What follows belongs to an exercise in optimizing a design on an open flow for small area; a production flow would make more cautious choices.
In this exercise RTL edits were held to simulation tests only and were not proved equivalent to the original.
No activity file was given, so power comes from the tool's default toggle rates.

File: flow/design.v
`timescale 1ns / 1ps
module systolic_accum4 #(
    parameter ARRAY_SIZE = 4,
    parameter DATA_WIDTH = 8,
    parameter ACC_WIDTH = 32
)(
    input  logic clk,
    input  logic reset,
    input  logic enable,
    input  logic [ARRAY_SIZE*DATA_WIDTH-1:0] a_in,
    input  logic [ARRAY_SIZE*DATA_WIDTH-1:0] b_in,
    input  logic accum_clear,
    input  logic accum_enable,
    output logic [ARRAY_SIZE*ARRAY_SIZE*ACC_WIDTH-1:0] accum_out,
    output logic systolic_valid,
    output logic accum_overflow
);
    logic reset_sync1, reset_sync2;
    logic systolic_valid_reg;
    logic [4:0] step_count;
    always_ff @(posedge clk) begin
        reset_sync1 <= reset;
        reset_sync2 <= reset_sync1;
        systolic_valid_reg <= reset ? 1'b0 : enable;
    end
    always_ff @(posedge clk) begin
        if (reset_sync2)
            step_count <= '0;
        else if (enable && !step_count[4])
            step_count <= step_count + 5'd1;
    end
    assign systolic_valid = systolic_valid_reg;
    wire accum_clr = reset | accum_clear;
    wire accum_go  = accum_enable & systolic_valid_reg;
    logic [15*8-1:0] a_dly [4];
    logic [15*8-1:0] b_dly [4];
    genvar k;
    generate
        for (k = 0; k < 4; k++) begin : LINE
            localparam int LEN = k + 12;
            logic [LEN*8-1:0] a_sr, b_sr;
            always_ff @(posedge clk) begin
                if (enable) begin
                    a_sr <= {a_sr[(LEN-1)*8-1:0], a_in[8*k +: 8]};
                    b_sr <= {b_sr[(LEN-1)*8-1:0], b_in[8*k +: 8]};
                end
            end
            if (LEN < 15) begin : PAD
                assign a_dly[k] = {{(15-LEN)*8{1'b0}}, a_sr};
                assign b_dly[k] = {{(15-LEN)*8{1'b0}}, b_sr};
            end else begin : NOPAD
                assign a_dly[k] = a_sr;
                assign b_dly[k] = b_sr;
            end
        end
    endgenerate
    logic [15:0] ovf_flags;
    genvar i, j;
    generate
        for (i = 0; i < 4; i++) begin : ROW
            for (j = 0; j < 4; j++) begin : COL
                localparam int DA = i + 2*j + 7;
                localparam int DB = j + 2*i + 7;
                localparam int DMAX = (DA > DB) ? DA : DB;
                logic [15:0] prod;
                wire  [15:0] prod_next;
                mul8s u_mul (
                    .a(a_dly[i][8*(DA-2) +: 8]),
                    .b(b_dly[j][8*(DB-2) +: 8]),
                    .p(prod_next)
                );
                always_ff @(posedge clk)
                    prod <= prod_next;
                acc_sat u_acc (
                    .clk  (clk),
                    .clr  (accum_clr),
                    .go   (accum_go & (step_count >= DMAX)),
                    .p    (prod),
                    .acc  (accum_out[32*(4*i+j) +: 32]),
                    .flag (ovf_flags[4*i+j])
                );
            end
        end
    endgenerate
    assign accum_overflow = |ovf_flags;
endmodule
module acc_sat (
    input  logic        clk,
    input  logic        clr,
    input  logic        go,
    input  logic [15:0] p,
    output logic [31:0] acc,
    output logic        flag
);
    wire [15:0] lo_sum;
    wire        c16;
    add16 u_add (.a(acc[15:0]), .b(p), .s(lo_sum), .co(c16));
    logic [15:0] ones_below, zeros_below;
    always_comb begin
        ones_below[0]  = 1'b1;
        zeros_below[0] = 1'b1;
        for (int k = 1; k < 16; k++) begin
            ones_below[k]  = ones_below[k-1]  &  acc[16+k-1];
            zeros_below[k] = zeros_below[k-1] & ~acc[16+k-1];
        end
    end
    wire is_max = ones_below[15]  & ~acc[31];    
    wire is_min = zeros_below[15] &  acc[31];    
    wire inc    = go &  c16 & ~p[15];
    wire dec    = go & ~c16 &  p[15];
    wire ovf_hi = inc & is_max;
    wire ovf_lo = dec & is_min;
    wire inc_ok = inc & ~is_max;
    wire dec_ok = dec & ~is_min;
    logic [31:0] acc_next;
    always_comb begin
        for (int k = 0; k < 16; k++)
            acc_next[k] = ~clr & (((go ? lo_sum[k] : acc[k]) | ovf_hi) & ~ovf_lo);
        for (int k = 0; k < 16; k++)
            acc_next[16+k] = ~clr & (acc[16+k] ^ ((inc_ok & ones_below[k]) | (dec_ok & zeros_below[k])));
    end
    always_ff @(posedge clk) begin
        acc  <= acc_next;
        flag <= ~clr & (flag | ovf_hi | ovf_lo);
    end
endmodule
module mul8s (
    input  logic [7:0]  a,
    input  logic [7:0]  b,
    output logic [15:0] p
);
    wire w0 = (a[0] & b[0]);
    wire w1 = (a[0] & b[1]);
    wire w2 = (a[0] & b[2]);
    wire w3 = (a[0] & b[3]);
    wire w4 = (a[0] & b[4]);
    wire w5 = (a[0] & b[5]);
    wire w6 = (a[0] & b[6]);
    wire w7 = ~(a[0] & b[7]);
    wire w8 = (a[1] & b[0]);
    wire w9 = (a[1] & b[1]);
    wire w10 = (a[1] & b[2]);
    wire w11 = (a[1] & b[3]);
    wire w12 = (a[1] & b[4]);
    wire w13 = (a[1] & b[5]);
    wire w14 = (a[1] & b[6]);
    wire w15 = ~(a[1] & b[7]);
    wire w16 = (a[2] & b[0]);
    wire w17 = (a[2] & b[1]);
    wire w18 = (a[2] & b[2]);
    wire w19 = (a[2] & b[3]);
    wire w20 = (a[2] & b[4]);
    wire w21 = (a[2] & b[5]);
    wire w22 = (a[2] & b[6]);
    wire w23 = ~(a[2] & b[7]);
    wire w24 = (a[3] & b[0]);
    wire w25 = (a[3] & b[1]);
    wire w26 = (a[3] & b[2]);
    wire w27 = (a[3] & b[3]);
    wire w28 = (a[3] & b[4]);
    wire w29 = (a[3] & b[5]);
    wire w30 = (a[3] & b[6]);
    wire w31 = ~(a[3] & b[7]);
    wire w32 = (a[4] & b[0]);
    wire w33 = (a[4] & b[1]);
    wire w34 = (a[4] & b[2]);
    wire w35 = (a[4] & b[3]);
    wire w36 = (a[4] & b[4]);
    wire w37 = (a[4] & b[5]);
    wire w38 = (a[4] & b[6]);
    wire w39 = ~(a[4] & b[7]);
    wire w40 = (a[5] & b[0]);
    wire w41 = (a[5] & b[1]);
    wire w42 = (a[5] & b[2]);
    wire w43 = (a[5] & b[3]);
    wire w44 = (a[5] & b[4]);
    wire w45 = (a[5] & b[5]);
    wire w46 = (a[5] & b[6]);
    wire w47 = ~(a[5] & b[7]);
    wire w48 = (a[6] & b[0]);
    wire w49 = (a[6] & b[1]);
    wire w50 = (a[6] & b[2]);
    wire w51 = (a[6] & b[3]);
    wire w52 = (a[6] & b[4]);
    wire w53 = (a[6] & b[5]);
    wire w54 = (a[6] & b[6]);
    wire w55 = ~(a[6] & b[7]);
    wire w56 = ~(a[7] & b[0]);
    wire w57 = ~(a[7] & b[1]);
    wire w58 = ~(a[7] & b[2]);
    wire w59 = ~(a[7] & b[3]);
    wire w60 = ~(a[7] & b[4]);
    wire w61 = ~(a[7] & b[5]);
    wire w62 = ~(a[7] & b[6]);
    wire w63 = (a[7] & b[7]);
    wire w64, w65;
    fa_cell u_w64 (.a(w16), .b(w2), .c(w9), .s(w64), .co(w65));
    wire w66, w67;
    fa_cell u_w66 (.a(w10), .b(w17), .c(w24), .s(w66), .co(w67));
    wire w68, w69;
    fa_cell u_w68 (.a(w3), .b(w65), .c(w66), .s(w68), .co(w69));
    wire w70, w71;
    fa_cell u_w70 (.a(w11), .b(w18), .c(w25), .s(w70), .co(w71));
    wire w72, w73;
    fa_cell u_w72 (.a(w32), .b(w4), .c(w67), .s(w72), .co(w73));
    wire w74, w75;
    fa_cell u_w74 (.a(w70), .b(w69), .c(w72), .s(w74), .co(w75));
    wire w76, w77;
    fa_cell u_w76 (.a(w12), .b(w19), .c(w26), .s(w76), .co(w77));
    wire w78, w79;
    fa_cell u_w78 (.a(w33), .b(w40), .c(w5), .s(w78), .co(w79));
    wire w80, w81;
    fa_cell u_w80 (.a(w71), .b(w76), .c(w78), .s(w80), .co(w81));
    wire w82, w83;
    fa_cell u_w82 (.a(w73), .b(w80), .c(w75), .s(w82), .co(w83));
    wire w84, w85;
    fa_cell u_w84 (.a(w13), .b(w20), .c(w27), .s(w84), .co(w85));
    wire w86, w87;
    fa_cell u_w86 (.a(w34), .b(w41), .c(w48), .s(w86), .co(w87));
    wire w88, w89;
    fa_cell u_w88 (.a(w6), .b(w77), .c(w79), .s(w88), .co(w89));
    wire w90, w91;
    fa_cell u_w90 (.a(w84), .b(w86), .c(w81), .s(w90), .co(w91));
    wire w92, w93;
    fa_cell u_w92 (.a(w88), .b(w90), .c(w83), .s(w92), .co(w93));
    wire w94, w95;
    fa_cell u_w94 (.a(w14), .b(w21), .c(w28), .s(w94), .co(w95));
    wire w96, w97;
    fa_cell u_w96 (.a(w35), .b(w42), .c(w49), .s(w96), .co(w97));
    wire w98, w99;
    fa_cell u_w98 (.a(w56), .b(w7), .c(w85), .s(w98), .co(w99));
    wire w100, w101;
    fa_cell u_w100 (.a(w87), .b(w94), .c(w96), .s(w100), .co(w101));
    wire w102, w103;
    fa_cell u_w102 (.a(w89), .b(w98), .c(w100), .s(w102), .co(w103));
    wire w104, w105;
    fa_cell u_w104 (.a(w91), .b(w102), .c(w93), .s(w104), .co(w105));
    wire w106 = ~(w15 ^ w22);
    wire w107 = w15 | w22;
    wire w108, w109;
    fa_cell u_w108 (.a(w29), .b(w36), .c(w43), .s(w108), .co(w109));
    wire w110, w111;
    fa_cell u_w110 (.a(w50), .b(w57), .c(w106), .s(w110), .co(w111));
    wire w112, w113;
    fa_cell u_w112 (.a(w95), .b(w97), .c(w108), .s(w112), .co(w113));
    wire w114, w115;
    fa_cell u_w114 (.a(w110), .b(w99), .c(w101), .s(w114), .co(w115));
    wire w116, w117;
    fa_cell u_w116 (.a(w112), .b(w103), .c(w114), .s(w116), .co(w117));
    wire w118, w119;
    fa_cell u_w118 (.a(w23), .b(w30), .c(w37), .s(w118), .co(w119));
    wire w120, w121;
    fa_cell u_w120 (.a(w44), .b(w51), .c(w58), .s(w120), .co(w121));
    wire w122, w123;
    fa_cell u_w122 (.a(w107), .b(w109), .c(w118), .s(w122), .co(w123));
    wire w124, w125;
    fa_cell u_w124 (.a(w120), .b(w111), .c(w113), .s(w124), .co(w125));
    wire w126, w127;
    fa_cell u_w126 (.a(w122), .b(w115), .c(w124), .s(w126), .co(w127));
    wire w128, w129;
    fa_cell u_w128 (.a(w31), .b(w38), .c(w45), .s(w128), .co(w129));
    wire w130, w131;
    fa_cell u_w130 (.a(w52), .b(w59), .c(w119), .s(w130), .co(w131));
    wire w132, w133;
    fa_cell u_w132 (.a(w121), .b(w128), .c(w123), .s(w132), .co(w133));
    wire w134, w135;
    fa_cell u_w134 (.a(w130), .b(w125), .c(w132), .s(w134), .co(w135));
    wire w136, w137;
    fa_cell u_w136 (.a(w39), .b(w46), .c(w53), .s(w136), .co(w137));
    wire w138, w139;
    fa_cell u_w138 (.a(w60), .b(w129), .c(w136), .s(w138), .co(w139));
    wire w140, w141;
    fa_cell u_w140 (.a(w131), .b(w138), .c(w133), .s(w140), .co(w141));
    wire w142, w143;
    fa_cell u_w142 (.a(w47), .b(w54), .c(w61), .s(w142), .co(w143));
    wire w144, w145;
    fa_cell u_w144 (.a(w137), .b(w142), .c(w139), .s(w144), .co(w145));
    wire w146, w147;
    fa_cell u_w146 (.a(w55), .b(w62), .c(w143), .s(w146), .co(w147));
    wire w148, w149;
    ha_cell u_w148 (.a(w1), .b(w8), .s(w148), .co(w149));
    wire w150, w151;
    ha_cell u_w150 (.a(w64), .b(w149), .s(w150), .co(w151));
    wire w152, w153;
    ha_cell u_w152 (.a(w68), .b(w151), .s(w152), .co(w153));
    wire w154, w155;
    ha_cell u_w154 (.a(w74), .b(w153), .s(w154), .co(w155));
    wire w156, w157;
    ha_cell u_w156 (.a(w82), .b(w155), .s(w156), .co(w157));
    wire w158, w159;
    ha_cell u_w158 (.a(w92), .b(w157), .s(w158), .co(w159));
    wire w160, w161;
    ha_cell u_w160 (.a(w104), .b(w159), .s(w160), .co(w161));
    wire w162, w163;
    fa_cell u_w162 (.a(w116), .b(w105), .c(w161), .s(w162), .co(w163));
    wire w164, w165;
    fa_cell u_w164 (.a(w117), .b(w126), .c(w163), .s(w164), .co(w165));
    wire w166, w167;
    ha_cell u_w166 (.a(w127), .b(w134), .s(w166), .co(w167));
    wire w168 = w166 ^ w165;
    wire w169, w170;
    fa_cell u_w169 (.a(w135), .b(w140), .c(w167), .s(w169), .co(w170));
    wire w171 = w169 ^ (w165 & w166);
    wire w172 = w166 & w169;
    wire w173, w174;
    fa_cell u_w173 (.a(w144), .b(w141), .c(w170), .s(w173), .co(w174));
    wire w175 = w173 ^ (w165 & w172);
    wire w176 = w172 & w173;
    wire w177, w178;
    fa_cell u_w177 (.a(w146), .b(w145), .c(w174), .s(w177), .co(w178));
    wire w179 = w177 ^ (w165 & w176);
    wire w180 = w176 & w177;
    wire w181, w182;
    fa_cell u_w181 (.a(w63), .b(w147), .c(w178), .s(w181), .co(w182));
    wire w183 = w181 ^ (w165 & w180);
    wire w184 = w180 & w181;
    wire w185 = 1'b1 ^ w182;
    wire w186 = w185 ^ (w165 & w184);
    assign p = {w186, w183, w179, w175, w171, w168, w164, w162, w160, w158, w156, w154, w152, w150, w148, w0};
endmodule
module add16 (
    input  logic [15:0] a,
    input  logic [15:0] b,
    output logic [15:0] s,
    output logic co
);
    wire w0, w1;
    ha_cell u_w0 (.a(a[0]), .b(b[0]), .s(w0), .co(w1));
    wire w2, w3;
    fa_cell u_w2 (.a(a[1]), .b(b[1]), .c(w1), .s(w2), .co(w3));
    wire w4, w5;
    fa_cell u_w4 (.a(a[2]), .b(b[2]), .c(w3), .s(w4), .co(w5));
    wire w6, w7;
    fa_cell u_w6 (.a(a[3]), .b(b[3]), .c(w5), .s(w6), .co(w7));
    wire w8, w9;
    fa_cell u_w8 (.a(a[4]), .b(b[4]), .c(w7), .s(w8), .co(w9));
    wire w10, w11;
    fa_cell u_w10 (.a(a[5]), .b(b[5]), .c(w9), .s(w10), .co(w11));
    wire w12, w13;
    ha_cell u_w12 (.a(a[6]), .b(b[6]), .s(w12), .co(w13));
    wire w14, w15;
    fa_cell u_w14 (.a(a[7]), .b(b[7]), .c(w13), .s(w14), .co(w15));
    wire w16, w17;
    fa_cell u_w16 (.a(a[8]), .b(b[8]), .c(w15), .s(w16), .co(w17));
    wire w18, w19;
    fa_cell u_w18 (.a(a[9]), .b(b[9]), .c(w17), .s(w18), .co(w19));
    wire w20, w21;
    fa_cell u_w20 (.a(a[10]), .b(b[10]), .c(w19), .s(w20), .co(w21));
    wire w22 = w12 ^ w11;
    wire w23 = w14 ^ (w11 & w12);
    wire w24 = w12 & w14;
    wire w25 = w16 ^ (w11 & w24);
    wire w26 = w24 & w16;
    wire w27 = w18 ^ (w11 & w26);
    wire w28 = w26 & w18;
    wire w29 = w20 ^ (w11 & w28);
    wire w30 = w28 & w20;
    wire w31 = w21 | (w11 & w30);
    wire w32, w33;
    ha_cell u_w32 (.a(a[11]), .b(b[11]), .s(w32), .co(w33));
    wire w34, w35;
    fa_cell u_w34 (.a(a[12]), .b(b[12]), .c(w33), .s(w34), .co(w35));
    wire w36, w37;
    fa_cell u_w36 (.a(a[13]), .b(b[13]), .c(w35), .s(w36), .co(w37));
    wire w38, w39;
    fa_cell u_w38 (.a(a[14]), .b(b[14]), .c(w37), .s(w38), .co(w39));
    wire w40, w41;
    fa_cell u_w40 (.a(a[15]), .b(b[15]), .c(w39), .s(w40), .co(w41));
    wire w42 = w32 ^ w31;
    wire w43 = w34 ^ (w31 & w32);
    wire w44 = w32 & w34;
    wire w45 = w36 ^ (w31 & w44);
    wire w46 = w44 & w36;
    wire w47 = w38 ^ (w31 & w46);
    wire w48 = w46 & w38;
    wire w49 = w40 ^ (w31 & w48);
    wire w50 = w48 & w40;
    wire w51 = w41 | (w31 & w50);
    assign s = {w49, w47, w45, w43, w42, w29, w27, w25, w23, w22, w10, w8, w6, w4, w2, w0};
    assign co = w51;
endmodule
module fa_cell (input logic a, input logic b, input logic c, output logic s, output logic co);
    assign s  = a ^ b ^ c;
    assign co = (a & b) | (a & c) | (b & c);
endmodule
module ha_cell (input logic a, input logic b, output logic s, output logic co);
    assign s  = a ^ b;
    assign co = a & b;
endmodule
File: flow/run.sh
#!/bin/bash
# synth_recipe.tcl (not shown) runs the flow's synth.tcl, then flattens the netlist and writes it again
# the make line also repeats each setting of config.mk as NAME=value (left out here)
make -C /OpenROAD-flow-scripts/flow DESIGN_CONFIG=/design/flow/config.mk WORK_HOME=/design/flow/orfs CLKGATE_MAP_FILE= SYNTH_SCRIPT=/design/flow/synth_recipe.tcl finish
File: flow/config.mk
export PLATFORM = sky130hd
export DESIGN_NAME = systolic_accum4
export DESIGN_NICKNAME = systolic_accum4
export VERILOG_FILES = /design/flow/design.v
export SDC_FILE = /design/flow/constraint.sdc
export NUM_CORES = 4
export LEC_CHECK = 0
export CAP_MARGIN = 20
export CORE_MARGIN = 2
export CORE_UTILIZATION = 40
export SLEW_MARGIN = 20
export SYNTH_HIERARCHICAL = 1
export SYNTH_MINIMUM_KEEP_SIZE = 0
File: flow/constraint.sdc
create_clock -name core_clock -period 5.5 [get_ports {clk}]
set_input_delay 1.1000 -clock core_clock [delete_from_list [all_inputs] [get_ports {clk}]]
set_output_delay 1.1000 -clock core_clock [all_outputs]
set_load 0.01 [all_outputs]
==> impl_metrics.ini, run 1 <==
[setup_path]
crit_top_cell = fa_1
worstPathMaxFanout = 16
worst-path-buf-inv = 0
worst_setup_path_start_kind = flop
crit_family = adder cells
critPathMaxStageDelay_ns = 0.58
r2r_cells = 14
slowest_stage = a21o_1
cp.required_ns = 6.16
arrival_ns = 5.61
worstSetupPathDepth = 14
cp_cell_sequence = ha_1 -> fa_1 -> fa_1 -> fa_1 -> fa_1 -> fa_1 -> nand4_2 -> o31a_1 -> o21bai_1 -> and3b_1 -> nand3_1 -> nor2_1 -> a21o_1 -> a21oi_1
crit_type = flop to flop
crit_path_end_kind = flop

[power]
p_sw_uw = 11000
total_power_uw = 37000
clockPowerShare_pct = 34.6
power_frac_comb_pct = 23.9
p_sw_share_pct = 29.7
leakage_uw = 0.0392
ir_worst_vdd_uv = 310
power_frac_seq_pct = 41.5
p_per_area_nw_per_um2 = 344
intPower_uw = 26000

[clock_network]
insertion_delay_ns = 0.87
cts_setup_buffers = 0
cts_root_buf = clkbuf_16
cts.reportedPaths.clkPinSlew_ns = 0.06
cts_resized = 0
clock-sinks = 1656
cts_tree = done
cts_buffers = 185
htree_levels = 4
hold_buffers = 0
clk_path_buf_depth = 3

[global_route]
grt.total_usage_pct = 17.8
antenna_found_initial = 5
grt_max_degree = 136
grt_pass1_vias = 59300
grt-ovfl-total = 0
grt_first_pass_wirelength_mm = 341

[die]
start_util_pct = 40.1
io-pin-count = 583
fp.dieArea_um2 = 242000
core_um2 = 237000
row_count = 179
die_w_um = 492
die_h_um = 492

[sta]
finalWorstPathRequiredPeriod_ns = 4.95
setup_violations = 0
tns_ns = 0
rsz0062_at_grt = false
maxSlewViolCount = 0
slew_headroom_pct = 39.4
fmax_mhz = 202
worst_slew_pin_slew_ns = 0.906
hold_viol_final = 0
clock_skew_ns = 0.0598
fin_crit_sh_pct = 90.0

[finish]
area_growth_pct = 12.8
nets = 9073
largest_registers = ROW.COL.u_acc.acc x512, LINE.a_sr x432, LINE.b_sr x432
fillers = 21300
final_cell_mix = 960 x fa_1, 864 x edfxtp_1, 816 x and2_1
regMostFlops = ROW.COL.u_acc.acc
drive_above_1_share_pct = 7.62
final_common_cell = fa_1
largest_reg_flops = 512

[synth]
synth_top_area_share_pct = 27.3
ys_seq_area_share_pct = 43.9
ys_ff_latch = 1656
synth_fp_nets = 8902
synthArstFlopShare_pct = 0
synth_area_leaders = edfxtp_1 27%, fa_1 20%, dfxtp_1 17%, and2_1 5.4%, buf_4 4.2%
syn_area_um2 = 95100
syn-instance-count = 7629
synth_flop_cell = edfxtp_1
synth-edff-count = 864
syn_area_per_cell_um2 = 12.5
synth.distinct_cells = 57
yosys.area.top_type = edfxtp_1
yosysWarnings = 12

[route]
wl_per_cell_um = 19.4
viasPerCell = 5.12
routed_wl_mm = 216
drt-initial-drc-count = 3086
drc = 0
drt_first_pass_iters = 6
vias = 57000
drtAntennaViolNets = 0

[status]
status = timing/DRC/antenna clean

[min_path]
hold_path.class = flop to flop
whs_path_depth = 0

[placement]
hpwlAfterDp_mm = 164
numPortBuffers = 582
gp_congestion = 0.867

[run]
max_cap_viol_count = 0
## modules after synthesis (local to each module, per instance)
module	flip-flops and latches	cells inside
acc_sat	33	192
add16	0	47
ha_cell	0	1
mul8s	0	93
systolic_accum4	1128	1181
fa_cell	0	1
## worst register-to-register path, cell delays in order (launching register included)
cell      delay, ns
dfxtp_1        0.33
ha_1           0.23
fa_1           0.40
fa_1           0.41
fa_1           0.39
fa_1           0.38
fa_1           0.46
nand4_2        0.16
o31a_1         0.28
o21bai_1       0.20
and3b_1        0.36
nand3_1        0.29
nor2_1         0.18
a21o_1         0.58
a21oi_1        0.09
## metrics by stage
stage          worst slack, ns  cells  utilization [%]  area (um^2)  hold WS (ns)
2_1_floorplan            0.816   7629                -        95100         0.310
3_3_place_gp             0.610  10800             42.6       101000         0.313
4_1_cts                  0.522  11100             45.2       107000         0.321
6_report                 0.551  11100             45.2       107000         0.321
3_5_place_dp             0.565  10800             42.6       101000         0.312
5_1_grt                  0.246  11100             45.2       107000         0.328
## logic make-up (layout without fill, tap and decap cells)
kind of cell | after synthesis | count (layout) | synth area share, %
muxes | 321 | 321 | 3.44
other | 0 | 2 | 0
adders and majority gates | 1204 | 1204 | 23.4
AOI/OAI and AO/OA | 877 | 877 | 5.96
and+or+nand+nor | 2539 | 2539 | 15.7
buffers and inverters | 806 | 1138 | 5.48
DFF | 1656 | 1656 | 43.9
xor gates and xnor gates | 226 | 226 | 2.08
## metal layers
| metal | global-route usage [%] | up-vias | part of all wire [%] |
|---|---|---|---|
| met5 | 0 | - | 0.019 |
| met4 | 7.18 | 6 | 4.1 |
| met3 | 3.37 | 326 | 4.5 |
| met2 | 29.8 | 1212 | 49 |
| met1 | 22.7 | 28700 | 43 |
| li1 | - | 26700 | - |
## cell usage after synthesis (all sizes together) (84+ instances only)
cell type and count:
fa 960, edfxtp 864, and2 816, dfxtp 792
buf 610, a21oi 377, nand2 369, nor3 369
mux2i 272, nor2 248, ha 244, nand3 209
inv 147, xnor2 145, o21a 96, nor4 84
## path summary, 6_finish.rpt
check,startpoint,end,slack (ns)
hold reg to reg,reset_sync1$_DFF_P_,reset_sync2$_DFF_P_,0.32
hold / removal,reset_sync1$_DFF_P_,reset_sync2$_DFF_P_,0.32
setup reg to reg,ROW[2].COL[0].u_acc.acc[0]$_DFF_P_,ROW[2].COL[0].u_acc.acc[13]$_DFF_P_,0.55
setup / recovery,ROW[2].COL[0].u_acc.acc[0]$_DFF_P_,ROW[2].COL[0].u_acc.acc[13]$_DFF_P_,0.55
## power by group through the flow
stage                     registers (uW)  clock network, uW  logic [uW]
after floorplan                    15200                  0       10600
after global placement             15700                  0        8680
after detailed placement           15700                  0        8930
after CTS                          15400              13200        9030
after global routing               15500              13700       10100
final                              15400              12800        8830
## cell type report
| type | instances | area, um^2 | share of cell area, % |
|---|---|---|---|
| clock buffer | 255 | 5220 | 4.87 |
| antenna | 2 | 5.00 | 0.00466 |
| clock inverter | 93 | 1170 | 1.09 |
| inverter | 147 | 552 | 0.514 |
| multi-input combinational | 5167 | 48200 | 44.9 |
| sequential | 1656 | 41800 | 38.9 |
| tap | 3167 | 3960 | 3.69 |
| timing repair buffer | 643 | 6430 | 5.99 |
==> inputs of run 2 (changes only) <==
--- a/flow/design.v
+++ b/flow/design.v
@@ -56,3 +56,4 @@
     endgenerate
-    logic [15:0] ovf_flags;
+    logic [15:0] ovf_now;
+    logic [3:0]  ovf_flags;
     genvar i, j;
@@ -79,5 +80,7 @@
                     .acc  (accum_out[32*(4*i+j) +: 32]),
-                    .flag (ovf_flags[4*i+j])
+                    .ovf  (ovf_now[4*i+j])
                 );
             end
+            always_ff @(posedge clk)
+                ovf_flags[i] <= ~accum_clr & (ovf_flags[i] | (|ovf_now[4*i +: 4]));
         end
@@ -92,3 +95,3 @@
     output logic [31:0] acc,
-    output logic        flag
+    output logic        ovf      
 );
@@ -121,6 +124,5 @@
     end
-    always_ff @(posedge clk) begin
-        acc  <= acc_next;
-        flag <= ~clr & (flag | ovf_hi | ovf_lo);
-    end
+    assign ovf = ovf_hi | ovf_lo;
+    always_ff @(posedge clk)
+        acc <= acc_next;
 endmodule
@@ -339,5 +341,5 @@
     wire w12, w13;
-    ha_cell u_w12 (.a(a[6]), .b(b[6]), .s(w12), .co(w13));
+    fa_cell u_w12 (.a(a[6]), .b(b[6]), .c(w11), .s(w12), .co(w13));
     wire w14, w15;
-    fa_cell u_w14 (.a(a[7]), .b(b[7]), .c(w13), .s(w14), .co(w15));
+    ha_cell u_w14 (.a(a[7]), .b(b[7]), .s(w14), .co(w15));
     wire w16, w17;
@@ -348,16 +350,16 @@
     fa_cell u_w20 (.a(a[10]), .b(b[10]), .c(w19), .s(w20), .co(w21));
-    wire w22 = w12 ^ w11;
-    wire w23 = w14 ^ (w11 & w12);
-    wire w24 = w12 & w14;
-    wire w25 = w16 ^ (w11 & w24);
-    wire w26 = w24 & w16;
-    wire w27 = w18 ^ (w11 & w26);
+    wire w22, w23;
+    fa_cell u_w22 (.a(a[11]), .b(b[11]), .c(w21), .s(w22), .co(w23));
+    wire w24 = w14 ^ w13;
+    wire w25 = w16 ^ (w13 & w14);
+    wire w26 = w14 & w16;
+    wire w27 = w18 ^ (w13 & w26);
     wire w28 = w26 & w18;
-    wire w29 = w20 ^ (w11 & w28);
+    wire w29 = w20 ^ (w13 & w28);
     wire w30 = w28 & w20;
-    wire w31 = w21 | (w11 & w30);
-    wire w32, w33;
-    ha_cell u_w32 (.a(a[11]), .b(b[11]), .s(w32), .co(w33));
+    wire w31 = w22 ^ (w13 & w30);
+    wire w32 = w30 & w22;
+    wire w33 = w23 | (w13 & w32);
     wire w34, w35;
-    fa_cell u_w34 (.a(a[12]), .b(b[12]), .c(w33), .s(w34), .co(w35));
+    ha_cell u_w34 (.a(a[12]), .b(b[12]), .s(w34), .co(w35));
     wire w36, w37;
@@ -368,14 +370,12 @@
     fa_cell u_w40 (.a(a[15]), .b(b[15]), .c(w39), .s(w40), .co(w41));
-    wire w42 = w32 ^ w31;
-    wire w43 = w34 ^ (w31 & w32);
-    wire w44 = w32 & w34;
-    wire w45 = w36 ^ (w31 & w44);
-    wire w46 = w44 & w36;
-    wire w47 = w38 ^ (w31 & w46);
-    wire w48 = w46 & w38;
-    wire w49 = w40 ^ (w31 & w48);
-    wire w50 = w48 & w40;
-    wire w51 = w41 | (w31 & w50);
-    assign s = {w49, w47, w45, w43, w42, w29, w27, w25, w23, w22, w10, w8, w6, w4, w2, w0};
-    assign co = w51;
+    wire w42 = w34 ^ w33;
+    wire w43 = w36 ^ (w33 & w34);
+    wire w44 = w34 & w36;
+    wire w45 = w38 ^ (w33 & w44);
+    wire w46 = w44 & w38;
+    wire w47 = w40 ^ (w33 & w46);
+    wire w48 = w46 & w40;
+    wire w49 = w41 | (w33 & w48);
+    assign s = {w47, w45, w43, w42, w31, w29, w27, w25, w24, w12, w10, w8, w6, w4, w2, w0};
+    assign co = w49;
 endmodule
--- a/flow/config.mk
+++ b/flow/config.mk
@@ -9,3 +9,6 @@
 export CORE_MARGIN = 2
-export CORE_UTILIZATION = 40
+export CORE_UTILIZATION = 60
+export CTS_CLUSTER_DIAMETER = 100
+export CTS_CLUSTER_SIZE = 25
+export PLACE_DENSITY = 0.75
 export SLEW_MARGIN = 20
==> run 2 against run 1 <==
Critical path type unchanged; via count fell by 0.15%; die area fell by 33%; sequential cell count fell by 12; maximum frequency fell by 3.6%; combinational power fell by 5.8%; area after synthesis barely moved; largest cell class unchanged; power fell by 18%; sequential share of layout area rose by 2.0 points.
==> impl_metrics.ini, run 2 <==
[status]
status = timing/DRC/antenna clean

[synth]
ys_ff_latch = 1644
synth.top_cells.by_count = 960 x fa_1, 864 x edfxtp_1, 800 x and2_1, 780 x dfxtp_1, 544 x buf_4
synth_compound_area_share_pct = 5.93
synth_top_area_share_pct = 27.3
syn_area_um2 = 95100
syn_area_per_cell_um2 = 12.6
synth_fa_ha_area_share_pct = 23.4
yosysWarnings = 12
synthArstFlopShare_pct = 0
synth_flop_cell = edfxtp_1
synth_area_leaders = edfxtp_1 27%, fa_1 20%, dfxtp_1 16%, and2_1 5.3%, buf_4 4.3%
ys_seq_area_share_pct = 43.7
synthMuxAreaShare_pct = 3.62
synth-edff-count = 864
yosys.area_share.xor_xnor_pct = 2.08
yosys.area_share.simple_pct = 15.5
yosys.area.top_type = edfxtp_1
synth_most_common_cell = fa_1
synth.distinct_cells = 64
synth_top_family_by_area = adder cells
synth_fp_nets = 8849
syn-instance-count = 7576

[finish]
regMostFlops = ROW.COL.u_acc.acc
final_cell_mix = 960 x fa_1, 864 x edfxtp_1, 800 x and2_1
largest_registers = ROW.COL.u_acc.acc x512, LINE.a_sr x432, LINE.b_sr x432
largest_reg_flops = 512
drive_above_1_share_pct = 5.94
fillers = 11900
fin_cells = 9705
nets = 8842
area_growth_pct = 6.66
final_area_um2 = 101000
final_common_cell = fa_1

[sta]
setup_violations = 0
fmax_mhz = 195
clock_skew_ns = 0.0416
finalWorstPathRequiredPeriod_ns = 5.13
fin_crit_sh_pct = 93.3
tns_ns = 0
maxSlewViolCount = 0
hold-worst-slack_ns = 0.384
rsz0062_at_grt = false
worst_slew_pin_slew_ns = 1.01
post-route-worst-setup-slack_ns = 0.366
hold_viol_final = 0
slew_headroom_pct = 32.8

[run]
max_cap_viol_count = 0

[placement]
gp_congestion = 0.921
numPortBuffers = 582
hpwlAfterDp_mm = 155
pre_cts_slack_ns = 0.379
placed_cells = 9562
dpl-instance-area_um2 = 99000

[clock_network]
cts.reportedPaths.clkPinSlew_ns = 0.11
cts_buffers = 77
cts_tree = done
clock-sinks = 1644
cts_root_buf = clkbuf_16
cts_setup_buffers = 0
insertion_delay_ns = 0.75
cts_resized = 0
clk_path_buf_depth = 3
htree_levels = 3
hold_buffers = 0

[power]
p_sw_share_pct = 30.4
p_per_area_nw_per_um2 = 299
clockPowerShare_pct = 22.4
p_sw_uw = 9220
ir_worst_vdd_uv = 253
power_frac_seq_pct = 50.2
leakage_uw = 0.0370
intPower_uw = 21100
power_frac_comb_pct = 27.4

[route]
routed_wl_mm = 203
drc = 0
viasPerCell = 5.86
drt-initial-drc-count = 4347
wl_per_cell_um = 20.9
vias = 56900
drt_first_pass_iters = 7
drtAntennaViolNets = 0

[global_route]
grt-ovfl-total = 0
grt_max_degree = 137
antenna_found_initial = 3
grt_first_pass_wirelength_mm = 324
grt_pass1_vias = 58500
grt.total_usage_pct = 25.2

[die]
core_um2 = 158000
die_w_um = 402
start_util_pct = 60.3
io-pin-count = 583
die_h_um = 402
row_count = 146
fp.dieArea_um2 = 162000

[setup_path]
worst_setup_path_start_kind = flop
crit_path_end_kind = flop
cp.required_ns = 6.08
arrival_ns = 5.72
crit_type = flop to flop
worstPathMaxFanout = 16

[min_path]
hold_path.class = flop to flop
==> run 2: final cells by class <==
type | instances | area, um^2 | share of cell area, %
Multi-Input combinational cell | 5092 | 48100 | 47.5
Tap cell | 2072 | 2590 | 2.56
Clock buffer | 126 | 2120 | 2.09
Clock inverter | 16 | 269 | 0.265
Antenna cell | 1 | 2.50 | 0.00247
Sequential cell | 1644 | 41600 | 41.0
Timing Repair Buffer | 638 | 6310 | 6.22
Inverter | 116 | 435 | 0.429
==> run 2: routing by layer <==
layer | track usage [%] | wire, um
met1 | 32.7 | 82800
met2 | 42.9 | 101000
met3 | 4.54 | 11200
met4 | 8.58 | 7690
met5 | 0 | 26
==> run 2: power groups by stage <==
stage                     clock [uW]  combinational, uW  sequential (uW)
after floorplan                    0              10200            15100
after detailed placement           0               8340            15500
after global routing            7390               9550            15400
after CTS                       7000               8440            15300
after global placement             0               8020            15500
final                           6810               8320            15200
==> run 2: modules after synthesis, one instance, submodules excluded <==
| module | area (um^2) | flops+latches | copies in the design | cells inside |
|---|---|---|---|---|
| fa_cell | 20.0 | 0 | 960 | 1 |
| add16 | 293 | 0 | 16 | 38 |
| acc_sat | 1740 | 32 | 16 | 197 |
| systolic_accum4 | 31700 | 1132 | 1 | 1192 |
| ha_cell | 12.5 | 0 | 176 | 1 |
| mul8s | 592 | 0 | 16 | 93 |
==> run 2: path summary, 6_finish.rpt <==
check | from | to | slack [ns] | depth (start not counted)
max | ROW[2].COL[0].u_acc.acc[0]$_DFF_P_ | ROW[2].COL[0].u_acc.acc[3]$_DFF_P_ | 0.37 | 15
min reg2reg | reset_sync1$_DFF_P_ | reset_sync2$_DFF_P_ | 0.38 | 0
min | reset_sync1$_DFF_P_ | reset_sync2$_DFF_P_ | 0.38 | 0
max reg2reg | ROW[2].COL[0].u_acc.acc[0]$_DFF_P_ | ROW[2].COL[0].u_acc.acc[3]$_DFF_P_ | 0.37 | 15
==> run 2: worst max-delay path, cell delays in order (launching register included) <==
cell,delay [ns]
dfxtp_1,0.34
ha_1,0.21
fa_1,0.39
fa_1,0.40
fa_1,0.40
fa_1,0.38
fa_1,0.38
fa_1,0.44
nand4_1,0.17
o21ai_2,0.11
a31o_2,0.29
nor4bb_1,0.34
nand4_1,0.18
or2_2,0.37
nand2b_1,0.48
a21oi_1,0.09
==> run 2: cell families (layout without fill, tap and decap cells) <==
family / after synthesis / in the layout
flip-flops: 1644 / 1644
AO/OA/AOI/OAI: 849 / 849
adder cells (fa/ha/maj): 1204 / 1204
buffers and inverters: 840 / 896
XOR/XNOR: 226 / 226
AND/OR/NAND/NOR: 2477 / 2477
other: 0 / 1
multiplexers: 336 / 336
==> run 2: per-stage QoR <==
stage               total power [uW]  util, %
finish                         30400     64.3
global route                   32300     64.3
CTS                            30700     64.3
detailed placement             23900     62.7
global placement               23500     62.7
floorplan                      25400        -
==> inputs of run 3 (changes only) <==
==> flow/flow/run.sh (new file) <==
#!/bin/bash
set -o pipefail
export BUFFER_PORTS_ARGS="-buffer_cell sky130_fd_sc_hd__buf_1"
bash standard.sh > standard.log 2>&1
==> flow/standard.sh (new file) <==
#!/bin/bash
# synth_recipe.tcl (not shown) runs the flow's synth.tcl, then flattens the netlist and writes it again
# the make line also repeats each setting of config.mk as NAME=value (left out here)
make -C /OpenROAD-flow-scripts/flow DESIGN_CONFIG=/design/flow/config.mk WORK_HOME=/design/flow/orfs CLKGATE_MAP_FILE= SYNTH_SCRIPT=/design/flow/synth_recipe.tcl "${@:-finish}"
removed: flow/run.sh
==> run 3 against run 2 <==
Still clean on timing, DRC and antenna; clock skew up 0.0021 ns; sequential cell count did not move; maximum frequency down 0.19%; clock power about the same; clock-buffer cell count grew 1; synthesized cell count unchanged; final area fell by 3.6%; global-route usage shrank 0.18 points; worst setup slack worse by 0.0096 ns; sequential power about the same; area after synthesis stayed put; final cell count barely moved; critical endpoint is now ROW[1].COL[1].u_acc.acc[6]$_DFF_P_; largest cell class unchanged; largest power group unchanged.
==> impl_metrics.ini, run 3 <==
[setup_path]
r2r_cells = 15
crit_family = adder cells
critPathMaxStageDelay_ns = 0.55
cp.required_ns = 6.06
timing.rr.start = ROW[1].COL[1].u_acc.acc[0]$_DFF_P_
reg2reg_slack_ns = 0.36
worst_setup_path_start_kind = flop
r2r_end = ROW[1].COL[1].u_acc.acc[6]$_DFF_P_
cp_cell_sequence = ha_1 -> fa_1 -> fa_1 -> fa_1 -> fa_1 -> fa_1 -> fa_1 -> nand4_1 -> o21ai_2 -> a31o_2 -> nor4bb_1 -> nand4_1 -> or2_2 -> nand2b_1 -> a21oi_1
arrival_ns = 5.70
crit_top_cell = fa_1
worstPathMaxFanout = 16
slowest_stage = nand2b_1
crit_type = flop to flop
crit_path_end_kind = flop
worst-path-buf-inv = 0

[global_route]
grt_pass1_vias = 57700
antenna_found_initial = 3
grt_first_pass_wirelength_mm = 322
grt_max_degree = 127
grt.total_usage_pct = 25.0
grt-ovfl-total = 0

[synth]
syn_area_um2 = 95100
synth-edff-count = 864
synth_flop_cell = edfxtp_1
synth.distinct_cells = 64
synthArstFlopShare_pct = 0
yosysWarnings = 12
ys_seq_area_share_pct = 43.7
synth_fp_nets = 8849
syn_area_per_cell_um2 = 12.6
synth_area_leaders = edfxtp_1 27%, fa_1 20%, dfxtp_1 16%, and2_1 5.3%, buf_4 4.3%
syn-instance-count = 7576
ys_ff_latch = 1644
yosys.area.top_type = edfxtp_1
synth.top_cells.by_count = 960 x fa_1, 864 x edfxtp_1, 800 x and2_1, 780 x dfxtp_1, 544 x buf_4
synth_most_common_cell = fa_1
synth_top_area_share_pct = 27.3

[power]
p_per_area_nw_per_um2 = 310
ir_worst_vdd_uv = 360
leakage_uw = 0.0357

[sta]
worst_slew_pin_slew_ns = 1.07
setup_violations = 0
maxSlewViolCount = 0
fmax_mhz = 194
tns_ns = 0
rsz0062_at_grt = false
fin_crit_sh_pct = 93.5
hold_viol_final = 0
clock_skew_ns = 0.0437
slew_headroom_pct = 28.7
finalWorstPathRequiredPeriod_ns = 5.14

[run]
max_cap_viol_count = 0

[die]
core_um2 = 158000
fp.dieArea_um2 = 162000
row_count = 146
start_util_pct = 60.3
die_h_um = 402
io-pin-count = 583
die_w_um = 402

[finish]
final_common_cell = fa_1
largest_registers = ROW.COL.u_acc.acc x512, LINE.a_sr x432, LINE.b_sr x432
area_growth_pct = 2.87
final_cell_mix = 960 x fa_1, 864 x edfxtp_1, 800 x and2_1
drive_above_1_share_pct = 5.91
nets = 8839
largest_reg_flops = 512
regMostFlops = ROW.COL.u_acc.acc
fin_cells = 9702

[min_path]
hold_path.class = flop to flop
whs_path_depth = 0
holdPathEnd = reset_sync2$_DFF_P_
worst_hold_startpoint = reset_sync1$_DFF_P_

[route]
drtAntennaViolNets = 0
vias = 56500
drt-initial-drc-count = 4444
wl_met3_mm = 12.4
met1_length_mm = 81.5
drt_first_pass_iters = 6
top_layer_used = met5
drc = 0
routed_wl_mm = 201
met2_wirelength_mm = 99.4
viasPerCell = 5.83
wl_per_cell_um = 20.7

[clock_network]
htree_levels = 3
clock-sinks = 1644
cts_resized = 0
cts_root_buf = clkbuf_16
insertion_delay_ns = 0.73
hold_buffers = 0
cts_tree = done
cts_buffers = 78
clk_path_buf_depth = 3
cts_setup_buffers = 0
cts.reportedPaths.clkPinSlew_ns = 0.10

[placement]
placed_cells = 9558
gp_congestion = 0.932
numPortBuffers = 582
hpwlAfterDp_mm = 154

[status]
status = timing/DRC/antenna clean
-- run 3: cell counts after synthesis --
No cell type changed its count.
-- run 3: stage by stage --
step / util (%) / cell area, um^2 / power [uW] / worst slack [ns] / hold WS [ns]
4_1_cts: 62.0 / 97800 / 30700 / 0.345 / 0.340
6_report: 62.0 / 97800 / 30300 / 0.356 / 0.338
3_5_place_dp: 60.5 / 95400 / 23800 / 0.357 / 0.314
3_3_place_gp: 60.5 / 95400 / 23500 / 0.478 / 0.313
5_1_grt: 62.0 / 97800 / 32300 / 0.0537 / 0.356
2_1_floorplan: - / 95100 / 25400 / 0.816 / 0.310
-- run 3: how the worst max path moves through the flow --
stage	startpoint	end	slack, ns	depth (start not counted)
final	ROW[1].COL[1].u_acc.acc[0]$_DFF_P_	ROW[1].COL[1].u_acc.acc[6]$_DFF_P_	0.36	15
after global routing	ROW[1].COL[1].u_acc.acc[0]$_DFF_P_	ROW[1].COL[1].u_acc.acc[6]$_DFF_P_	0.05	15
after CTS	ROW[1].COL[1].u_acc.acc[0]$_DFF_P_	ROW[1].COL[1].u_acc.acc[6]$_DFF_P_	0.35	15
after detailed placement	ROW[1].COL[1].u_acc.acc[0]$_DFF_P_	ROW[1].COL[1].u_acc.acc[0]$_DFF_P_	0.36	15
after global placement	ROW[1].COL[1].u_acc.acc[0]$_DFF_P_	ROW[1].COL[1].u_acc.acc[1]$_DFF_P_	0.48	15
after floorplan	LINE[0].a_sr[41]$_DFFE_PP_	ROW[0].COL[0].prod[11]$_DFF_P_	0.82	13
-- run 3: per-module statistics from Yosys, one instance, submodules excluded --
module | cells | area [um^2] | flops+latches | copies in the design
systolic_accum4 | 1192 | 31700 | 1132 | 1
add16 | 38 | 293 | 0 | 16
fa_cell | 1 | 20.0 | 0 | 960
acc_sat | 197 | 1740 | 32 | 16
ha_cell | 1 | 12.5 | 0 | 176
mul8s | 93 | 592 | 0 | 16
-- run 3: worst register-to-register path, cell delays in order, from the launching register on --
cell and delay, ns:
dfxtp_1 0.35, ha_1 0.21, fa_1 0.37, fa_1 0.39
fa_1 0.39, fa_1 0.40, fa_1 0.39, fa_1 0.44
nand4_1 0.16, o21ai_2 0.10, a31o_2 0.31, nor4bb_1 0.32
nand4_1 0.16, or2_2 0.36, nand2b_1 0.55, a21oi_1 0.11
-- run 3: cell type report --
type | instances | area [um^2]
Antenna cell | 1 | 2.50
Timing Repair Buffer | 634 | 2720
Fill cell | 12200 | 60000
Inverter | 116 | 435
Tap cell | 2072 | 2590
Clock buffer | 127 | 2180
Multi-Input combinational cell | 5092 | 48100
Clock inverter | 16 | 210
Sequential cell | 1644 | 41600
-- run 3: metal layers --
layer,track usage (%),up-vias
li1,-,26100
met1,32.3,28700
met2,42.1,1498
met3,4.95,307
met4,9.21,4
met5,0,-
-- run 3: logic make-up after synthesis --
family	after synthesis	share of synthesized area [%]
AOI/OAI and AO/OA	849	5.93
xor gates and xnor gates	226	2.08
and+or+nand+nor	2477	15.5
adders and majority gates	1204	23.4
DFF	1644	43.7
buffers and inverters	840	5.75
muxes	336	3.62
-- run 3: power by group --
group / switching, uW / internal, uW
logic: 4300 / 3960
clock network: 3940 / 2860
registers: 938 / 14300
==> inputs of run 4 (changes only) <==
==> flow/flow/run.sh (replaced) <==
#!/bin/bash
set -o pipefail
export BUFFER_PORTS_ARGS="-buffer_cell sky130_fd_sc_hd__buf_1"
export RECOVER_POWER=100
bash standard.sh > standard.log 2>&1
==> run 4 against run 3 <==
The layout now fails its checks (max-capacitance violations, max-slew violations); area after synthesis unchanged; sequential cell count unchanged; critical endpoint is now ROW[1].COL[3].u_acc.acc[10]$_DFF_P_; first-iteration DRC count down 0.90%; global-route usage unchanged; routed wire length rose by 0.12%; synthesized cell count did not move; clock-buffer cell count stayed put; register-to-register slack worse by 0.11 ns; worst setup slack lost 0.11 ns; power fell by 0.45%; clock power is essentially flat; final area decreased by 0.35%.
==> impl_metrics.ini, run 4 <==
[route]
drtAntennaViolNets = 0
wl_per_cell_um = 20.8
viasPerCell = 5.83
drt-initial-drc-count = 4404
drc = 0
drt_first_pass_iters = 9
routed_wl_mm = 201
vias = 56600

[finish]
final_common_cell = fa_1
largest_registers = ROW.COL.u_acc.acc x512, LINE.a_sr x432, LINE.b_sr x432
multi_input_area_um2 = 48000
largest_reg_flops = 512
fillers = 12300
nets = 8839
regArea_um2 = 41600
regMostFlops = ROW.COL.u_acc.acc
area_growth_pct = 2.51
final_cell_mix = 960 x fa_1, 864 x edfxtp_1, 780 x dfxtp_1
drive_above_1_share_pct = 5.15

[synth]
synthArstFlopShare_pct = 0
syn_area_um2 = 95100
yosysWarnings = 12
yosys.area.top_type = edfxtp_1
synth-edff-count = 864
synth_most_common_cell = fa_1
synth_top_area_share_pct = 27.3
syn-instance-count = 7576
synth.distinct_cells = 64
synth_fp_nets = 8849
synth_area_leaders = edfxtp_1 27%, fa_1 20%, dfxtp_1 16%, and2_1 5.3%, buf_4 4.3%
synth_flop_cell = edfxtp_1
syn_area_per_cell_um2 = 12.6
synth.top_cells.by_count = 960 x fa_1, 864 x edfxtp_1, 800 x and2_1, 780 x dfxtp_1, 544 x buf_4
ys_ff_latch = 1644
ys_seq_area_share_pct = 43.7

[placement]
numPortBuffers = 582
hpwlAfterDp_mm = 154
gp_congestion = 0.932

[die]
io-pin-count = 583
fp.dieArea_um2 = 162000
start_util_pct = 60.3
die_w_um = 402
die_h_um = 402
core_um2 = 158000
row_count = 146

[sta]
tns_ns = 0
setup_violations = 0
slew_headroom_pct = -113
maxSlewViolCount = 571
worst_slew_pin_slew_ns = 3.20
fmax_mhz = 190
clock_skew_ns = 0.0400
fin_crit_sh_pct = 95.5
finalWorstPathRequiredPeriod_ns = 5.25
hold_viol_final = 0
rsz0062_at_grt = false

[global_route]
grt_max_degree = 127
grt_first_pass_wirelength_mm = 322
grt-ovfl-total = 0
grt_pass1_vias = 57700
grt.total_usage_pct = 25.0
antenna_found_initial = 3

[min_path]
holdPathEnd = reset_sync2$_DFF_P_
worst_hold_startpoint = reset_sync1$_DFF_P_
whs_path_depth = 0
hold_path.class = flop to flop

[power]
p_sw_uw = 9110
ir_worst_vdd_uv = 362
power_frac_comb_pct = 26.9
leakage_uw = 0.0355
power_frac_seq_pct = 50.6
intPower_uw = 21100
total_power_uw = 30200
clockPowerShare_pct = 22.6
p_per_area_nw_per_um2 = 309
p_sw_share_pct = 30.2

[clock_network]
insertion_delay_ns = 0.73
cts_setup_buffers = 0
clock-sinks = 1644
cts_resized = 0
clk_path_buf_depth = 3
cts_buffers = 78
cts.reportedPaths.clkPinSlew_ns = 0.10
htree_levels = 3
hold_buffers = 0
cts_tree = done
cts_root_buf = clkbuf_16

[setup_path]
r2r_cells = 16
worstPathMaxFanout = 16
crit_path_end_kind = flop
arrival_ns = 5.83
r2r_end = ROW[1].COL[3].u_acc.acc[10]$_DFF_P_
timing.rr.start = ROW[1].COL[3].u_acc.acc[0]$_DFF_P_
reg2reg_slack_ns = 0.25
worst_setup_path_start_kind = flop
cp.required_ns = 6.07
crit_type = flop to flop

[status]
violations = max-capacitance violations, max-slew violations
status = complete, but fails checks

[run]
max_cap_viol_count = 7
## run 4: worst max-delay path by stage
stage / start / to / slack, ns / depth (start not counted)
final: ROW[1].COL[3].u_acc.acc[0]$_DFF_P_ / ROW[1].COL[3].u_acc.acc[10]$_DFF_P_ / 0.25 / 16
after global routing: ROW[1].COL[1].u_acc.acc[0]$_DFF_P_ / ROW[1].COL[1].u_acc.acc[6]$_DFF_P_ / 0.04 / 15
after CTS: ROW[1].COL[1].u_acc.acc[0]$_DFF_P_ / ROW[1].COL[1].u_acc.acc[6]$_DFF_P_ / 0.35 / 15
after detailed placement: ROW[1].COL[1].u_acc.acc[0]$_DFF_P_ / ROW[1].COL[1].u_acc.acc[0]$_DFF_P_ / 0.36 / 15
after global placement: ROW[1].COL[1].u_acc.acc[0]$_DFF_P_ / ROW[1].COL[1].u_acc.acc[1]$_DFF_P_ / 0.48 / 15
after floorplan: LINE[0].a_sr[41]$_DFFE_PP_ / ROW[0].COL[0].prod[11]$_DFF_P_ / 0.82 / 13
## run 4: stage by stage
stage          instance area (um^2)  instances  worst slack (ns)  hold WS (ns)  util [%]
5_1_grt                       97500       9702            0.0374         0.356      61.8
6_report                      97500       9702             0.249         0.337      61.8
4_1_cts                       97800       9701             0.345         0.340      62.0
3_3_place_gp                  95400       9558             0.478         0.313      60.5
3_5_place_dp                  95400       9558             0.357         0.314      60.5
2_1_floorplan                 95100       7576             0.816         0.310         -
## run 4: Yosys stat by module (local to each module, per instance)
module | cells inside | flip-flops and latches
mul8s | 93 | 0
ha_cell | 1 | 0
fa_cell | 1 | 0
add16 | 38 | 0
acc_sat | 197 | 32
systolic_accum4 | 1192 | 1132
## run 4: worst max-delay path, cell delays in order (launching register included)
cell	delay (ns)
dfxtp_1	0.34
ha_1	0.22
fa_1	0.39
fa_1	0.40
fa_1	0.40
fa_1	0.40
fa_1	0.41
fa_1	0.44
nand4_1	0.15
o21ai_0	0.21
a31o_1	0.38
nor4bb_1	0.32
nand4_1	0.18
or2_2	0.39
nand2b_1	0.08
clkbuf_2	0.34
a21oi_1	0.09
## run 4: cells by family after synthesis
kind of cell    synth area share (%)
simple gates                    15.5
flops                           43.7
fa+ha+maj                       23.4
compound gates                  5.93
buf+inv                         5.75
mux                             3.62
xor+xnor                        2.08
## run 4: cell type report
type                    count  share of cell area, %
diodes                      1                0.00257
clock buffers             127                   2.23
clock inverters            16                  0.216
inverters                 116                  0.447
multi-input cells        5092                   49.2
flip-flops and latches   1644                   42.6
well taps                2072                   2.66
repair buffers            634                   2.59
## run 4: power by group through the flow
| stage | Sequential (uW) | Combinational, uW | Clock [uW] |
|---|---|---|---|
| 6_report | 15300 | 8110 | 6800 |
| 4_1_cts | 15300 | 8390 | 7020 |
| 3_5_place_dp | 15600 | 8280 | 0 |
| 3_3_place_gp | 15500 | 7990 | 0 |
| 5_1_grt | 15400 | 9330 | 7420 |
| 2_1_floorplan | 15100 | 10200 | 0 |
## run 4: layer usage
layer	global-route usage [%]	vias to the layer above	wire length [um]
met3	4.95	297	12100
met5	0	-	26
met2	42.1	1445	99500
met1	32.3	28800	82000
li1	-	26100	-
met4	9.21	4	7740
==> inputs of run 5 (changes only) <==
==> flow/flow/run.sh (replaced) <==
#!/bin/bash
set -o pipefail
export BUFFER_PORTS_ARGS="-buffer_cell sky130_fd_sc_hd__buf_1"
bash standard.sh > standard.log 2>&1
--- a/flow/config.mk
+++ b/flow/config.mk
@@ -9,6 +9,6 @@
 export CORE_MARGIN = 2
-export CORE_UTILIZATION = 60
+export CORE_UTILIZATION = 70
 export CTS_CLUSTER_DIAMETER = 100
 export CTS_CLUSTER_SIZE = 25
-export PLACE_DENSITY = 0.75
+export PLACE_DENSITY = 0.82
 export SLEW_MARGIN = 20
==> run 5 against run 4 <==
Now clean on timing, DRC and antenna; maximum frequency decreased by 0.34%; critical path depth did not move; global-route usage up 4.3 points; first-iteration DRC count rose by 1.9%; sequential power about the same; area after synthesis did not move; sequential cell count stayed put; highest routed layer unchanged.
==> impl_metrics.ini, run 5 <==
[status]
status = timing/DRC/antenna clean

[finish]
largest_registers = ROW.COL.u_acc.acc x512, LINE.a_sr x432, LINE.b_sr x432
area_growth_pct = 2.37
regMostFlops = ROW.COL.u_acc.acc
drive_above_1_share_pct = 5.84
fin_cells = 9408
final_common_cell = fa_1
utilization_pct = 72.0
nets = 8838
final_cell_mix = 960 x fa_1, 864 x edfxtp_1, 800 x and2_1
largest_reg_flops = 512

[global_route]
grt.total_usage_pct = 29.4
grt-ovfl-total = 0
grt_pass1_vias = 58100
antenna_found_initial = 4
grt_max_degree = 142
grt_first_pass_wirelength_mm = 319

[die]
die_w_um = 373
row_count = 135
core_um2 = 135000
io-pin-count = 583
die_h_um = 373
fp.dieArea_um2 = 139000
start_util_pct = 70.4

[sta]
hold_viol_final = 0
finalWorstPathRequiredPeriod_ns = 5.27
rsz0062_at_grt = false
fin_crit_sh_pct = 95.8
worst_slew_pin_slew_ns = 0.981
maxSlewViolCount = 0
slew_headroom_pct = 34.6
tns_ns = 0
fmax_mhz = 190
clock_skew_ns = 0.0342
setup_violations = 0

[setup_path]
crit_type = flop to flop
r2r_cells = 16
reg2reg_slack_ns = 0.23
arrival_ns = 5.92
crit_top_cell = fa_1
worst-path-buf-inv = 0
slowest_stage = nand2_1
timing.rr.start = ROW[2].COL[0].u_acc.acc[0]$_DFF_P_
crit_family = adder cells
critPathMaxStageDelay_ns = 0.52
worst_setup_path_start_kind = flop
cp.required_ns = 6.15
r2r_end = ovf_flags[2]$_DFF_P_
worstSetupPathDepth = 16
crit_path_end_kind = flop
worstPathMaxFanout = 5
cp_cell_sequence = ha_1 -> fa_1 -> fa_1 -> fa_1 -> fa_1 -> fa_1 -> fa_1 -> nand4_1 -> o21ai_2 -> a31o_2 -> nor4bb_1 -> nand4_1 -> or2_2 -> nand2_1 -> nor3_1 -> a21oi_1

[route]
drt-initial-drc-count = 4487
drt_first_pass_iters = 5
viasPerCell = 6.07
drtAntennaViolNets = 0
routed_wl_mm = 202
drc = 0
vias = 57100
wl_per_cell_um = 21.5

[synth]
synth-edff-count = 864
syn_area_um2 = 95100
synth.distinct_cells = 64
synth_flop_cell = edfxtp_1
yosys.area.top_type = edfxtp_1
synthArstFlopShare_pct = 0
synth_most_common_cell = fa_1
synth.top_cells.by_count = 960 x fa_1, 864 x edfxtp_1, 800 x and2_1, 780 x dfxtp_1, 544 x buf_4
ys_ff_latch = 1644
synth_fp_nets = 8849
yosysWarnings = 12
syn_area_per_cell_um2 = 12.6
syn-instance-count = 7576
synth_area_leaders = edfxtp_1 27%, fa_1 20%, dfxtp_1 16%, and2_1 5.3%, buf_4 4.3%
synth_top_area_share_pct = 27.3
ys_seq_area_share_pct = 43.7

[run]
max_cap_viol_count = 0

[clock_network]
cts.reportedPaths.clkPinSlew_ns = 0.10
clock-sinks = 1644
cts_buffers = 76
htree_levels = 3
cts_resized = 0
hold_buffers = 0
insertion_delay_ns = 0.74
cts_setup_buffers = 0
clk_path_buf_depth = 3
cts_tree = done
cts_root_buf = clkbuf_16

[min_path]
worst_hold_startpoint = reset_sync1$_DFF_P_
hold_path.class = flop to flop
whs_path_depth = 0
holdPathEnd = reset_sync2$_DFF_P_

[power]
p_per_area_nw_per_um2 = 313
leakage_uw = 0.0356
ir_worst_vdd_uv = 310
total_power_uw = 30400

[placement]
placed_cells = 9268
hpwlAfterDp_mm = 154
gp_congestion = 0.958
numPortBuffers = 582
==> run 5: cell counts after synthesis <==
Identical to the previous run, type by type.
==> run 5: power breakdown <==
part | switching, uW | total (uW) | leakage [uW] | internal (uW)
Clock | 3900 | 6700 | 0.00111 | 2810
Sequential | 973 | 15300 | 0.0148 | 14300
Combinational | 4450 | 8460 | 0.0197 | 4020
==> run 5: modules after synthesis (local to each module, per instance) <==
module / flip-flops and latches / cell area (um^2) / cells
systolic_accum4: 1132 / 31700 / 1192
acc_sat: 32 / 1740 / 197
mul8s: 0 / 592 / 93
add16: 0 / 293 / 38
fa_cell: 0 / 20.0 / 1
ha_cell: 0 / 12.5 / 1
==> run 5: how the worst max path moves through the flow <==
stage / start / end / slack [ns]
after floorplan: LINE[0].a_sr[41]$_DFFE_PP_ / ROW[0].COL[0].prod[11]$_DFF_P_ / 0.82
after global placement: ROW[2].COL[0].u_acc.acc[0]$_DFF_P_ / ovf_flags[2]$_DFF_P_ / 0.41
after detailed placement: ROW[2].COL[0].u_acc.acc[0]$_DFF_P_ / ovf_flags[2]$_DFF_P_ / 0.29
after CTS: ROW[2].COL[0].u_acc.acc[0]$_DFF_P_ / ovf_flags[2]$_DFF_P_ / 0.25
after global routing: ROW[2].COL[0].u_acc.acc[0]$_DFF_P_ / ovf_flags[2]$_DFF_P_ / 0.05
final: ROW[2].COL[0].u_acc.acc[0]$_DFF_P_ / ovf_flags[2]$_DFF_P_ / 0.23
==> run 5: cell type report <==
class	count	area [um^2]
diodes	2	5.00
clock buffers	127	2130
clock inverters	11	173
fillers	9043	37800
inverters	116	435
multi-input cells	5092	48100
flip-flops and latches	1644	41600
well taps	1781	2230
repair buffers	635	2690
==> run 5: kinds of logic (layout without fill, tap and decap cells) <==
kind of cell | count (synthesis) | in the layout | share of synthesized area, %
AND/OR/NAND/NOR | 2477 | 2477 | 15.5
flip-flops | 1644 | 1644 | 43.7
adder cells (fa/ha/maj) | 1204 | 1204 | 23.4
AO/OA/AOI/OAI | 849 | 849 | 5.93
buffers and inverters | 840 | 889 | 5.75
multiplexers | 336 | 336 | 3.62
XOR/XNOR | 226 | 226 | 2.08
other | 0 | 2 | 0
==> run 5: routing by layer <==
layer / up-vias / track usage (%) / share of wire (%)
met4: 2 / 11.7 / 4.5
met3: 364 / 6.63 / 7.0
met2: 1742 / 48.8 / 49
li1: 26100 / - / -
met5: - / 0 / 0.0035
met1: 28900 / 37.6 / 39
==> run 5: per-stage QoR <==
stage / setup slack [ns] / area [um^2] / hold WS [ns]
2_1_floorplan: 0.816 / 95100 / 0.310
3_3_place_gp: 0.411 / 95000 / 0.316
3_5_place_dp: 0.294 / 95000 / 0.322
4_1_cts: 0.248 / 97300 / 0.345
5_1_grt: 0.0450 / 97300 / 0.363
6_report: 0.231 / 97300 / 0.341
==> inputs of run 6 (changes only) <==
==> flow/flow/run.sh (replaced) <==
#!/bin/bash
set -o pipefail
export BUFFER_PORTS_ARGS="-buffer_cell sky130_fd_sc_hd__buf_1"
export CTS_ARGS="-sink_clustering_enable -repair_clock_nets -sink_clustering_size 25 -sink_clustering_max_diameter 100 -dont_use_dummy_load"
bash standard.sh > standard.log 2>&1
--- a/flow/config.mk
+++ b/flow/config.mk
@@ -9,6 +9,6 @@
 export CORE_MARGIN = 2
-export CORE_UTILIZATION = 70
+export CORE_UTILIZATION = 60
 export CTS_CLUSTER_DIAMETER = 100
 export CTS_CLUSTER_SIZE = 25
-export PLACE_DENSITY = 0.82
+export PLACE_DENSITY = 0.75
 export SLEW_MARGIN = 20
==> run 6 against run 5 <==
Die area rose by 16%; hold slack worse by 0.0035 ns; area after synthesis stayed put; first-iteration DRC count fell by 3.1%; clock power decreased by 7.2%; core utilization down 10 points.
==> impl_metrics.ini, run 6 <==
[synth]
synth_most_common_cell = fa_1
synth.distinct_cells = 64
syn_area_per_cell_um2 = 12.6
synth_area_leaders = edfxtp_1 27%, fa_1 20%, dfxtp_1 16%, and2_1 5.3%, buf_4 4.3%
synth_top_area_share_pct = 27.3
synthArstFlopShare_pct = 0
synth.top_cells.by_count = 960 x fa_1, 864 x edfxtp_1, 800 x and2_1, 780 x dfxtp_1, 544 x buf_4
syn_area_um2 = 95100
ys_seq_area_share_pct = 43.7
syn-instance-count = 7576
synth-edff-count = 864
synth_fp_nets = 8849
yosys.area.top_type = edfxtp_1
yosysWarnings = 12
ys_ff_latch = 1644
synth_flop_cell = edfxtp_1

[sta]
hold-worst-slack_ns = 0.337
clock_skew_ns = 0.0592
setup_violations = 0
fin_crit_sh_pct = 93.6
finalWorstPathRequiredPeriod_ns = 5.15
hold_viol_final = 0
slew_headroom_pct = 28.5
rsz0062_at_grt = false
tns_ns = 0
worst_slew_pin_slew_ns = 1.07
fmax_mhz = 194
maxSlewViolCount = 0

[finish]
final_cell_mix = 960 x fa_1, 864 x edfxtp_1, 800 x and2_1
regMostFlops = ROW.COL.u_acc.acc
multi_input_area_um2 = 48100
largest_reg_flops = 512
area_growth_pct = 2.41
nets = 8839
fillers = 12200
largest_registers = ROW.COL.u_acc.acc x512, LINE.a_sr x432, LINE.b_sr x432
final_common_cell = fa_1
regArea_um2 = 41600
drive_above_1_share_pct = 5.71
fin_cells = 9637

[power]
intPower_uw = 20800
total_power_uw = 29700
power_frac_seq_pct = 51.3
ir_worst_vdd_uv = 352
p_per_area_nw_per_um2 = 305
clockPowerShare_pct = 20.9
leakage_uw = 0.0355
p_sw_uw = 8910
p_sw_share_pct = 30.0
power_frac_comb_pct = 27.8

[die]
core_um2 = 158000
fp.dieArea_um2 = 162000
row_count = 146
io-pin-count = 583
die_w_um = 402
die_h_um = 402
start_util_pct = 60.3

[global_route]
grt.total_usage_pct = 25.0
grt_max_degree = 127
antenna_found_initial = 3
grt-ovfl-total = 0
grt_first_pass_wirelength_mm = 321
grt_pass1_vias = 57600

[setup_path]
r2r_cells = 15
crit_type = flop to flop
arrival_ns = 5.71
critPathMaxStageDelay_ns = 0.54
crit_path_end_kind = flop
reg2reg_slack_ns = 0.35
worst_setup_path_start_kind = flop
cp_cell_sequence = ha_1 -> fa_1 -> fa_1 -> fa_1 -> fa_1 -> fa_1 -> fa_1 -> nand4_1 -> o21ai_2 -> a31o_2 -> nor4bb_1 -> nand4_1 -> or2_2 -> nand2b_1 -> a21oi_1
worstPathMaxFanout = 16
cp.required_ns = 6.06
crit_top_cell = fa_1
slowest_stage = nand2b_1

[route]
routed_wl_mm = 201
vias = 56400
wl_per_cell_um = 20.8
met2_wirelength_mm = 99.0
top_layer_used = met5
drc = 0
met1_length_mm = 81.0
viasPerCell = 5.86
drt_first_pass_iters = 8
drtAntennaViolNets = 0
drt-initial-drc-count = 4348
wl_met3_mm = 12.4

[status]
status = timing/DRC/antenna clean

[placement]
placed_cells = 9558
gp_congestion = 0.932
hpwlAfterDp_mm = 154
numPortBuffers = 582

[run]
max_cap_viol_count = 0

[clock_network]
cts_buffers = 78
clock-sinks = 1644
htree_levels = 3
cts_root_buf = clkbuf_16
cts_tree = done
cts_resized = 0
cts_setup_buffers = 0
cts.reportedPaths.clkPinSlew_ns = 0.10
insertion_delay_ns = 0.72
hold_buffers = 0
clk_path_buf_depth = 3

[min_path]
whs_path_depth = 0
hold_path.class = flop to flop
==> run 6: cell types whose count changed in the layout (fill, tap and decap cells not counted), moves of 2 or more <==
cell,change
clkbuf_8,-2
buf_4,-4
inv_16,-4
buf_12,+3
inv_6,-2
clkbuf_1,-48
==> run 6: worst max-delay path, delay by kind of cell, from the launching register on <==
family                   cells  cell delay, ns
AO/OA/AOI/OAI                3            0.51
flip-flops                   1            0.34
adder cells (fa/ha/maj)      7            2.58
AND/OR/NAND/NOR              5            1.56
==> run 6: layout make-up <==
type,count,area share [%]
sequential,1644,42.7
inverter,116,0.447
timing repair buffer,634,2.79
clock buffer,78,2.00
tap,2072,2.66
antenna,1,0.00257
multi-input combinational,5092,49.4
==> run 6: cell families after synthesis <==
kind of cell / after synthesis / synth area share, %
multiplexers: 336 / 3.62
AND/OR/NAND/NOR: 2477 / 15.5
buffers and inverters: 840 / 5.75
adder cells (fa/ha/maj): 1204 / 23.4
XOR/XNOR: 226 / 2.08
flip-flops: 1644 / 43.7
AO/OA/AOI/OAI: 849 / 5.93
==> run 6: modules after synthesis (local to each module, per instance) <==
module           cell area (um^2)  cells
systolic_accum4             31700   1192
fa_cell                      20.0      1
acc_sat                      1740    197
add16                         293     38
ha_cell                      12.5      1
mul8s                         592     93
==> run 6: layer usage <==
layer / vias up / GRT usage, %
li1: 26000 / -
met2: 1517 / 41.8
met4: 4 / 9.64
met5: - / 0
met3: 301 / 5.02
met1: 28600 / 32.1
==> run 6: path summary, 6_finish.rpt <==
path | from | to
worst max register to register | ROW[1].COL[1].u_acc.acc[0]$_DFF_P_ | ROW[1].COL[1].u_acc.acc[0]$_DFF_P_
worst min-delay path | reset_sync1$_DFF_P_ | reset_sync2$_DFF_P_
worst min register to register | reset_sync1$_DFF_P_ | reset_sync2$_DFF_P_
worst max-delay path | ROW[1].COL[1].u_acc.acc[0]$_DFF_P_ | ROW[1].COL[1].u_acc.acc[0]$_DFF_P_
==> run 6: power by group through the flow <==
stage	registers [uW]	clock network, uW	logic, uW
4_1_cts	15300	6430	8380
2_1_floorplan	15100	0	10200
3_3_place_gp	15500	0	7990
5_1_grt	15400	6810	9480
3_5_place_dp	15600	0	8280
6_report	15200	6220	8260
==> run 6: metrics by stage <==
step                cell area (um^2)  worst slack, ns  util [%]
global route                   97400           0.0694      61.7
finish                         97400            0.352      61.7
floorplan                      95100            0.816         -
global placement               95400            0.478      60.5
CTS                            97400            0.359      61.7
detailed placement             95400            0.357      60.5

## what the ideal ports hide
No port has a modelled driver above. Below, the same layouts with a new extraction and two added sets of constraints. Step 1 assumes that a clkbuf_16 drives the clock port and a buf_2 every other input. Step 2 times the ports against the registers' clock, not the clock port: input delays grow and output delays shrink by t, the midpoint of the rising clock arrivals with the driver on. a / b / c = ideal ports / drivers / drivers and shift; a / b = the first two.
| run | t (ns) | setup slack, ns |
|---|---|---|
| run 1 | 0.929 | 0.551 / 0.551 / 0.551 |
| run 2 | 0.811 | 0.366 / 0.366 / 0.366 |
| run 3 | 0.784 | 0.356 / 0.356 / 0.356 |
| run 4 | 0.784 | 0.249 / 0.249 / -0.037 |
| run 5 | 0.790 | 0.231 / 0.231 / 0.231 |
| run 6 | 0.766 | 0.352 / 0.352 / 0.352 |
